What follows belongs to an exercise in optimizing a design on an open flow for small area; a production flow would make more cautious choices.
Function was checked by simulation only, so behaviour that the tests miss may differ from the original.
The clock port is modelled as an ideal driver; clocking choices that lean on that would not hold on a real chip.
Power figures rest on the tool's default switching activity, not on a simulated workload.

Setup of the previous run:
## digital_voting_system_top
module digital_voting_system_top (
    input wire master_clk,
    input wire reset,
    input wire [7:0] voter_id_input,
    input wire [3:0] candidate_selection,
    input wire submit_vote,
    input wire authenticate_voter,
    input wire display_results_request,
    input wire system_enable,
    output wire [7:0] system_status,
    output wire [7:0] current_voter_id,
    output wire [3:0] current_candidate,
    output wire vote_accepted,
    output wire vote_rejected,
    output wire system_ready,
    output wire [15:0] total_votes_cast,
    output wire [3:0] winning_candidate_id,
    output wire [15:0] winning_candidate_votes,
    output wire results_available,
    output wire [7:0] error_code
);
Size in the first run: about 640 cells after synthesis, about 86 I/O pins, ~6500 um^2 of cells after synthesis.
export LEC_CHECK = 0
export CAP_MARGIN = 20
export CORE_MARGIN = 2
export CORE_UTILIZATION = 40
export SLEW_MARGIN = 20
create_clock -name core_clock -period 7.0 [get_ports {master_clk}]
standard.sh (not shown) runs the stock make flow with config.mk's settings and CLKGATE_MAP_FILE= SYNTH_SCRIPT=/design/flow/synth_recipe.tcl, a recipe that flattens the netlist after the stock synthesis.
==> flow/flow/run.sh <==
#!/bin/bash
# Own layout flow: the standard synthesis, then an area-oriented re-mapping of
# the combinational logic (flip-flops, half adders and tie cells are kept as
# the standard synthesis made them), then the standard ORFS layout steps with
# small port buffers and a clock tree without dummy loads.
set -euo pipefail
W=$(pwd)
F=$W/flow
R=$W/orfs/results/${FLOW_PLATFORM}/digital_voting_system_top/base
LIB=$FLOW_HOME/platforms/${FLOW_PLATFORM}/lib/sky130_fd_sc_hd__tt_025C_1v80.lib

bash standard.sh synth > $W/synth.log 2>&1

cp $R/1_2_yosys.v $W/standard_1_2_yosys.v
REMAP_LIB=$LIB REMAP_TOP=$FLOW_TOP REMAP_IN=$W/standard_1_2_yosys.v \
REMAP_OUT=$W/remap.v REMAP_ABC=$F/abc_area.script \
    yosys -c $F/remap.tcl > $W/remap.log 2>&1
cp $W/remap.v $R/1_2_yosys.v
rm -f $R/1_synth.odb $R/1_synth.sdc

export BUFFER_PORTS_ARGS="-buffer_cell sky130_fd_sc_hd__buf_1"
export CTS_ARGS="-sink_clustering_enable -repair_clock_nets -dont_use_dummy_load -buf_list {sky130_fd_sc_hd__clkbuf_4} -root_buf sky130_fd_sc_hd__clkbuf_8"
bash standard.sh > $W/layout.log 2>&1
==> flow/flow/abc_area.script <==
strash
dch
map -D 5000
topo
stime -c
buffer -c
upsize -c -D 5000
dnsize -c -D 5000
==> flow/flow/remap.tcl <==
yosys -import
set lib $::env(REMAP_LIB)
set top $::env(REMAP_TOP)
read_liberty -wb -ignore_miss_func $lib
read_verilog $::env(REMAP_IN)
hierarchy -top $top
# keep sequential cells, adders and ties as they are
setattr -mod -set keep_hierarchy 1 =sky130_fd_sc_hd__df* =sky130_fd_sc_hd__ha_* =sky130_fd_sc_hd__fa_* =sky130_fd_sc_hd__conb_*
flatten -wb
opt_clean -purge
tee -o $::env(REMAP_OUT).pre.stat stat -liberty $lib
abc -script $::env(REMAP_ABC) -liberty $lib -dont_use sky130_fd_sc_hd__probe_p_8 -dont_use sky130_fd_sc_hd__probec_p_8 -dont_use sky130_fd_sc_hd__lpflow_*
opt_clean -purge
hilomap -singleton -hicell sky130_fd_sc_hd__conb_1 HI -locell sky130_fd_sc_hd__conb_1 LO
splitnets
opt_clean -purge
tee -o $::env(REMAP_OUT).stat stat -liberty $lib
select -module $top
write_verilog -noattr -noexpr -nohex -nodec -selected $::env(REMAP_OUT)
The previous run went all the way through synthesis, placement and routing and the layout is clean on timing, DRC and antenna.
What the current run does differently from the previous run at the input level:
- swapping 40 for 65 in CORE_UTILIZATION
-- flow/flow/run.sh --
<<< the previous run, line 21
export BUFFER_PORTS_ARGS="-buffer_cell sky130_fd_sc_hd__buf_1"
export CTS_ARGS="-sink_clustering_enable -repair_clock_nets -dont_use_dummy_load -buf_list {sky130_fd_sc_hd__clkbuf_4} -root_buf sky130_fd_sc_hd__clkbuf_8"
bash standard.sh > $W/layout.log 2>&1
>>> the current run, line 21
export BUFFER_PORTS_ARGS="-buffer_cell sky130_fd_sc_hd__buf_1"
export CTS_ARGS="-sink_clustering_enable -repair_clock_nets -dont_use_dummy_load -buf_list {sky130_fd_sc_hd__clkbuf_2 sky130_fd_sc_hd__clkbuf_4} -root_buf sky130_fd_sc_hd__clkbuf_4 -sink_clustering_size 20"
bash standard.sh > $W/layout.log 2>&1
### Flow results
Proportion of cell area spent on the clock network across the previous run and the current run: no real change. The previous run → the current run: sequential cell fraction of total power picked up an extra 0.5 points, number of detailed-route iterations in the first pass down 1, number of signal-net buffers in the layout went down. Final critical path time including I/O delays and setup was higher in the previous run than in the current run. Run comparison: the previous run destination of the critical timing path voting_sys.vcount.winning_candidate_votes[12]; the current run destination of the critical timing path voting_sys.vcount.winning_candidate_votes[4]. Looking at the reports, the previous run completed the entire flow and the layout it produced met the timing, DRC and antenna checks. The current run: all stages complete, timing, DRC and antenna checks passed. Looking only at core utilization, and setting everything else aside, the lower value of the previous run and the current run goes to the previous run.

* * *

Another version of the RTL of digital_voting_system_top (not shown whole).
Size in the first run: about 520 cells after synthesis, ~86 I/O pins, ~6200 µm² of cells after synthesis.
export LEC_CHECK = 0
export CAP_MARGIN = 20
export CORE_MARGIN = 2
export CORE_UTILIZATION = 65
export SLEW_MARGIN = 20
create_clock -name core_clock -period 7.0 [get_ports {master_clk}]
==> flow/flow/run.sh <==
#!/bin/bash
# Own layout flow: the standard synthesis, then an area-oriented re-mapping of
# the combinational logic (flip-flops, half adders and tie cells are kept as
# the standard synthesis made them), then the standard ORFS layout steps with
# small port buffers and a clock tree without dummy loads.
set -euo pipefail
W=$(pwd)
F=$W/flow
R=$W/orfs/results/${FLOW_PLATFORM}/digital_voting_system_top/base
LIB=$FLOW_HOME/platforms/${FLOW_PLATFORM}/lib/sky130_fd_sc_hd__tt_025C_1v80.lib

bash standard.sh synth > $W/synth.log 2>&1

cp $R/1_2_yosys.v $W/standard_1_2_yosys.v
REMAP_LIB=$LIB REMAP_TOP=$FLOW_TOP REMAP_IN=$W/standard_1_2_yosys.v \
REMAP_OUT=$W/remap.v REMAP_ABC=$F/abc_area.script \
    yosys -c $F/remap.tcl > $W/remap.log 2>&1
cp $W/remap.v $R/1_2_yosys.v
rm -f $R/1_synth.odb $R/1_synth.sdc

export BUFFER_PORTS_ARGS="-buffer_cell sky130_fd_sc_hd__buf_1"
export CTS_ARGS="-sink_clustering_enable -repair_clock_nets -dont_use_dummy_load -buf_list {sky130_fd_sc_hd__clkbuf_2 sky130_fd_sc_hd__clkbuf_4} -root_buf sky130_fd_sc_hd__clkbuf_4 -sink_clustering_size 20"
bash standard.sh > $W/layout.log 2>&1
==> flow/flow/abc_area.script <==
strash
dc2
&get -n
&st
&dch -f
&nf -p -F 8 -A 4 -R 1000
&put
topo
Scripts as last shown in full above: flow/flow/remap.tcl
The baseline ran to the end with no violations.
Change:
--- a/flow/flow/run.sh
+++ b/flow/flow/run.sh
@@ -4,3 +4,5 @@
 # the standard synthesis made them), then the standard ORFS layout steps with
-# small port buffers and a clock tree without dummy loads.
+# small port buffers, one tie cell per constant, a clock tree of small buffers
+# without dummy loads, and the leaf clock buffers upsized where their
+# flip-flops would see a slow clock slew.
 set -euo pipefail
@@ -21,3 +23,9 @@
 export BUFFER_PORTS_ARGS="-buffer_cell sky130_fd_sc_hd__buf_1"
+export SKIP_REPAIR_TIE_FANOUT=1
 export CTS_ARGS="-sink_clustering_enable -repair_clock_nets -dont_use_dummy_load -buf_list {sky130_fd_sc_hd__clkbuf_2 sky130_fd_sc_hd__clkbuf_4} -root_buf sky130_fd_sc_hd__clkbuf_4 -sink_clustering_size 20"
+bash standard.sh cts > $W/layout_to_cts.log 2>&1
+
+FIXCLK_RESULTS=$R FIXCLK_SLEW=0.095 FIXCLK_CELL=sky130_fd_sc_hd__clkbuf_8 \
+    openroad -no_init -exit $F/fix_clk.tcl > $W/fix_clk.log 2>&1
+
 bash standard.sh > $W/layout.log 2>&1
==> flow/flow/fix_clk.tcl (new file) <==
# Upsize the clock tree's leaf buffers whose flip-flop clock pins see a slow
# slew, then legalise the placement again.
set P $::env(FLOW_HOME)/platforms/$::env(FLOW_PLATFORM)
set R $::env(FIXCLK_RESULTS)
read_db $R/4_cts.odb
read_liberty $P/lib/sky130_fd_sc_hd__tt_025C_1v80.lib
read_sdc $R/4_cts.sdc
source $P/setRC.tcl
set_propagated_clock [all_clocks]
estimate_parasitics -placement
set thr $::env(FIXCLK_SLEW)
set big $::env(FIXCLK_CELL)
set n 0
foreach inst [get_cells clkbuf_*] {
  set worst 0
  foreach pin [get_pins -of_objects [get_nets -of_objects [get_pins -of_objects $inst -filter "direction == output"]] -filter "direction == input"] {
    set s [get_property $pin slew_max]
    if {$s > $worst} { set worst $s }
  }
  if {$worst > $thr} {
    puts "upsize [get_property $inst name] [get_property $inst ref_name] slew $worst"
    replace_cell $inst $big
    incr n
  }
}
puts "upsized $n clock buffers"
if {$n > 0} {
  detailed_placement
  check_placement -verbose
  estimate_parasitics -placement
}
set worst 0
foreach pin [get_pins -hierarchical */CLK] {
  set s [get_property $pin slew_max]
  if {$s > $worst} { set worst $s }
}
puts "worst clock pin slew after: $worst"
write_db $R/4_cts.odb
- CORE_UTILIZATION: 65 -> 80
The new run completed without violations.
Core utilization is higher by 15 points.
Via count climbs by 8.8%.
Count of clock-buffer cells in the layout does not change.
Final cell count shrinks by 5.3%.
Worst setup slack gets worse by 0.83 ns.
Non-clock buffer count went up by 1.
Change:
- CAP_MARGIN: 20 -> 5
- CORE_UTILIZATION: 80 -> 65
- SLEW_MARGIN: 20 -> 5
Outcome:
- core utilization shrinks by 16 points
- power went down by 1.4%
- cell count goes up by 3.6%
- setup slack gets better by 0.74 ns
- routed wire length is lower by 20%
- register-to-register slack is better by 0.74 ns
- first-iteration DRC count decreases by 63%
- die area goes up by 22%
- final area barely changes
- via count went down by 10%
- clock skew shrinks by 0.0042 ns
Change:
--- a/flow/flow/run.sh
+++ b/flow/flow/run.sh
@@ -27,3 +27,3 @@
 
-FIXCLK_RESULTS=$R FIXCLK_SLEW=0.095 FIXCLK_CELL=sky130_fd_sc_hd__clkbuf_8 \
+FIXCLK_RESULTS=$R FIXCLK_SLEW=0.105 FIXCLK_CELL=sky130_fd_sc_hd__clkbuf_8 \
     openroad -no_init -exit $F/fix_clk.tcl > $W/fix_clk.log 2>&1
- CAP_MARGIN: 5 -> 20
- SLEW_MARGIN: 5 -> 20
Result:
- worst hold slack is about the same
- total power falls slightly
- final area barely changes
- final cell count stays the same
- worst setup slack loses 0.041 ns
- non-clock buffer count is unchanged
- routed wire length grows slightly
- sequential power hardly moves
Change:
--- a/flow/flow/run.sh
+++ b/flow/flow/run.sh
@@ -27,3 +27,3 @@
 
-FIXCLK_RESULTS=$R FIXCLK_SLEW=0.105 FIXCLK_CELL=sky130_fd_sc_hd__clkbuf_8 \
+FIXCLK_RESULTS=$R FIXCLK_SLEW=0.095 FIXCLK_CELL=sky130_fd_sc_hd__clkbuf_8 \
     openroad -no_init -exit $F/fix_clk.tcl > $W/fix_clk.log 2>&1
What happened:
- total power goes up slightly
- final cell count stays the same
- worst setup slack gains 0.053 ns
- critical path depth does not change
- design area hardly moves
- worst hold slack stays flat
- routed wire length goes down slightly
- sequential share of layout area goes down by 0.13 points
Change:
--- a/flow/flow/run.sh
+++ b/flow/flow/run.sh
@@ -27,3 +27,3 @@
 
-FIXCLK_RESULTS=$R FIXCLK_SLEW=0.095 FIXCLK_CELL=sky130_fd_sc_hd__clkbuf_8 \
+FIXCLK_RESULTS=$R FIXCLK_SLEW=0.105 FIXCLK_CELL=sky130_fd_sc_hd__clkbuf_8 \
     openroad -no_init -exit $F/fix_clk.tcl > $W/fix_clk.log 2>&1
- CAP_MARGIN: 20 -> 5
- SLEW_MARGIN: 20 -> 5
What happened: Via count barely changes; clock power decreases by about 5.5%; power decreases by about 1.5%; die area stays the same; synthesized area is unchanged; flip-flop and latch count does not change; synthesized cell count does not change; final area decreases by about 0.4%; utilization decreases by 0.30 points; worst setup slack got worse by 0.061 ns; global-route usage is about the same.

==> port drivers added, routing unchanged <==
The flow's constraints put no driver on any port. The routed layouts listed below were extracted and timed again, unchanged, in two steps. Step 1 sets driving cells, clkbuf_16 on the clock port and buf_2 on the other inputs (assumed; they add their load-dependent delay and slew). Step 2 moves the port delays by t, midway between the first and last clock arrival at a register: inputs arrive t later, outputs are due t later. That takes back most of the time a late clock gives input paths. Slacks: no drivers / after step 1 / after step 2; pairs: no drivers / after step 1.
| run | shift t [ns] | slack for setup (ns) | worst slew at a driven data input, ns |
|---|---|---|---|
| the previous run | 0.435 | 2.203 / 2.203 / 2.203 | 0.04 |
| the current run | 0.546 | 2.296 / 2.296 / 2.164 | 0.04 |
| the first run of note 2 | 0.518 | 1.752 / 1.752 / 1.752 | 0.03 |
| the second run of note 2 | 0.443 | 0.927 / 0.927 / 0.927 | 0.04 |
| the third run of note 2 | 0.428 | 1.668 / 1.668 / 1.668 | 0.03 |
| the fourth run of note 2 | 0.424 | 1.627 / 1.627 / 1.627 | 0.03 |
| the fifth run of note 2 | 0.429 | 1.680 / 1.680 / 1.680 | 0.03 |
| the sixth run of note 2 | 0.423 | 1.619 / 1.619 / 1.619 | 0.03 |
After both steps every run listed still meets setup and hold. For the current run, which loses most, drivers alone change the setup slack by 0.000 ns; drivers and shift together by -0.132 ns.
